Context: an optimization exercise on an open-source flow, tuned for small area, a short achievable clock period and few clock cycles. The choices shown serve that exercise and are no tape-out recipe.
The RTL was checked by simulation tests, not by an equivalence proof against the original design.
No activity file was given, so power comes from the tool's default toggle rates.

Design ahb_lite_fir_filter, start of the top module:
module ahb_lite_fir_filter(
    input logic clk,
    input logic n_rst,
    input logic hsel,
    input logic [3:0] haddr,
    input logic hsize,
    input logic [1:0] htrans,
    input logic hwrite,
    input logic [15:0] hwdata,
    output logic [15:0] hrdata,
    output logic hresp
);
Size: about 2500 cells after synthesis, about 320 flip-flops, ~44 I/O pins, ~22000 µm² of cells after synthesis.
make LEC_CHECK=0 ABC_AREA=1 CAP_MARGIN=30 CORE_MARGIN=2 CORE_UTILIZATION=62 CTS_CLUSTER_DIAMETER=100 CTS_CLUSTER_SIZE=28 SETUP_SLACK_MARGIN=5 SLEW_MARGIN=30 TNS_END_PERCENT=100 finish   # period 10.0 ns
run.sh (not shown) runs the stock make flow with config.mk's settings and CLKGATE_MAP_FILE= SYNTH_SCRIPT=/design/flow/synth_recipe.tcl, a recipe that flattens the netlist after the stock synthesis.
The first run went through all stages and came out clean.
Testbench counts at the start, summed over its fixed seeds: cycles 2,696.
Change:
CORE_UTILIZATION = 55   (was 62)
CTS_CLUSTER_SIZE = 25   (was 28)
Setup slack gets better by 0.022 ns.
Combinational power hardly moves.
Flip-flop and latch count does not change.
Hold slack loses 0.0036 ns.
Utilization shrinks by 6.4 points.
Sequential power barely changes.
Change:
==> flow/flow/run.sh (new file) <==
#!/bin/bash
set -euo pipefail
bash standard.sh \
    "BUFFER_PORTS_ARGS=-buffer_cell sky130_fd_sc_hd__buf_1" \
    MATCH_CELL_FOOTPRINT=0 \
    SETUP_SLACK_MARGIN=5.3 \
    finish > orfs_make.log 2>&1
==> flow/standard.sh (new file) <==
#!/bin/bash
# synth_recipe.tcl (not shown) runs the flow's synth.tcl, then flattens the netlist and writes it again
# the make line also repeats each setting of config.mk as NAME=value (left out here)
make -C /OpenROAD-flow-scripts/flow DESIGN_CONFIG=/design/flow/config.mk WORK_HOME=/design/flow/orfs CLKGATE_MAP_FILE= SYNTH_SCRIPT=/design/flow/synth_recipe.tcl "${@:-finish}"
removed: flow/run.sh
=> The changed run ran to the end with no violations; synthesized area stays the same; non-clock buffer count increases by 27; clock power increases by 4.2%; routed wire length increases by 4.3%; cell count increases by 0.84%; fmax increases by 3.2%; total power increases by 1.7%; worst setup slack improved by 0.15 ns; hold slack hardly moves; cell area increases by 0.83%.
Change:
==> flow/flow/run.sh (replaced) <==
#!/bin/bash
set -euo pipefail
bash standard.sh \
    "BUFFER_PORTS_ARGS=-buffer_cell sky130_fd_sc_hd__buf_2" \
    MATCH_CELL_FOOTPRINT=0 \
    SETUP_SLACK_MARGIN=5.3 \
    finish > orfs_make.log 2>&1
ABC_AREA = not set   (was 1)
Worst setup slack improved by 0.087 ns; total power came out lower by 17%; hold slack barely changes; combinational power went down by 22%; synthesized cell count came out lower by 11%; clock-buffer cell count is lower by 1; synthesized area increases by 1.1%; non-clock buffer count goes up by 18.
Change:
ABC_AREA = 1   (was not set)
Outcome:
- The changed run went through all stages and came out clean
- flip-flop and latch count stays the same
- wire length drops by about 5%
- final area drops by about 4%
- hold slack loses 0.0052 ns
- die area drops by about 1.1%
- maximum frequency drops by about 2%
- clock-buffer cell count drops by 6
- worst setup slack loses 0.090 ns
- synthesized cell count climbs by 13%
- synthesized area drops by 1.1%
- total power climbs by 20%
Change:
==> flow/run.sh (new file) <==
#!/bin/bash
# synth_recipe.tcl (not shown) runs the flow's synth.tcl, then flattens the netlist and writes it again
# the make line also repeats each setting of config.mk as NAME=value (left out here)
make -C /OpenROAD-flow-scripts/flow DESIGN_CONFIG=/design/flow/config.mk WORK_HOME=/design/flow/orfs CLKGATE_MAP_FILE= SYNTH_SCRIPT=/design/flow/synth_recipe.tcl finish
ABC_AREA = not set   (was 1)
removed: flow/flow/run.sh
removed: flow/standard.sh
Outcome: Final area goes up by 1.9%; fmax came out lower by 2.2%; routed wire length rises by 0.60%; clock skew fell by 0.0074 ns; global-route usage went down by 0.45 points; die area rose by 1.1%; worst hold slack improved by 0.0047 ns; area after synthesis rises by 1.1%; total power went down by 22%; final cell count drops by 9.4%; via count decreases by 4.7%.

## what the ideal ports hide
In the flow no input, the clock included, has a driving cell. The finished layouts below were timed again as built, in two steps. Step 1: set_driving_cell puts a clkbuf_16 on clk and a buf_2 on each other input, an assumption about the parent block. Step 2 moves the port delays by t, midway between the first and last clock arrival at a register: inputs arrive t later, outputs are due t later. That takes back most of the time a late clock gives input paths. Slacks: ideal / step 1 / step 2; pairs: ideal / step 1.
run	t, ns	setup WS [ns]	clock arrival spread, ns	worst register clock-pin slew, ns	cell pins on the clock port's net
the first run	0.589	5.045 / 5.005 / 5.022	0.028 / 0.028	0.11 / 0.11	1
the second run	0.605	5.067 / 5.025 / 5.046	0.050 / 0.049	0.10 / 0.10	1
the third run	0.605	5.221 / 5.190 / 5.190	0.052 / 0.052	0.11 / 0.11	1
the fourth run	0.589	5.308 / 5.308 / 5.308	0.035 / 0.035	0.11 / 0.11	1
the fifth run	0.593	5.218 / 5.186 / 5.186	0.023 / 0.023	0.10 / 0.10	1
the sixth run	0.581	5.111 / 5.080 / 5.085	0.016 / 0.016	0.10 / 0.10	1
After both steps setup and hold are still met in every run listed. The setup slack of the fifth run, which loses most, moves by -0.032 ns with the drivers and by -0.032 ns with both steps.
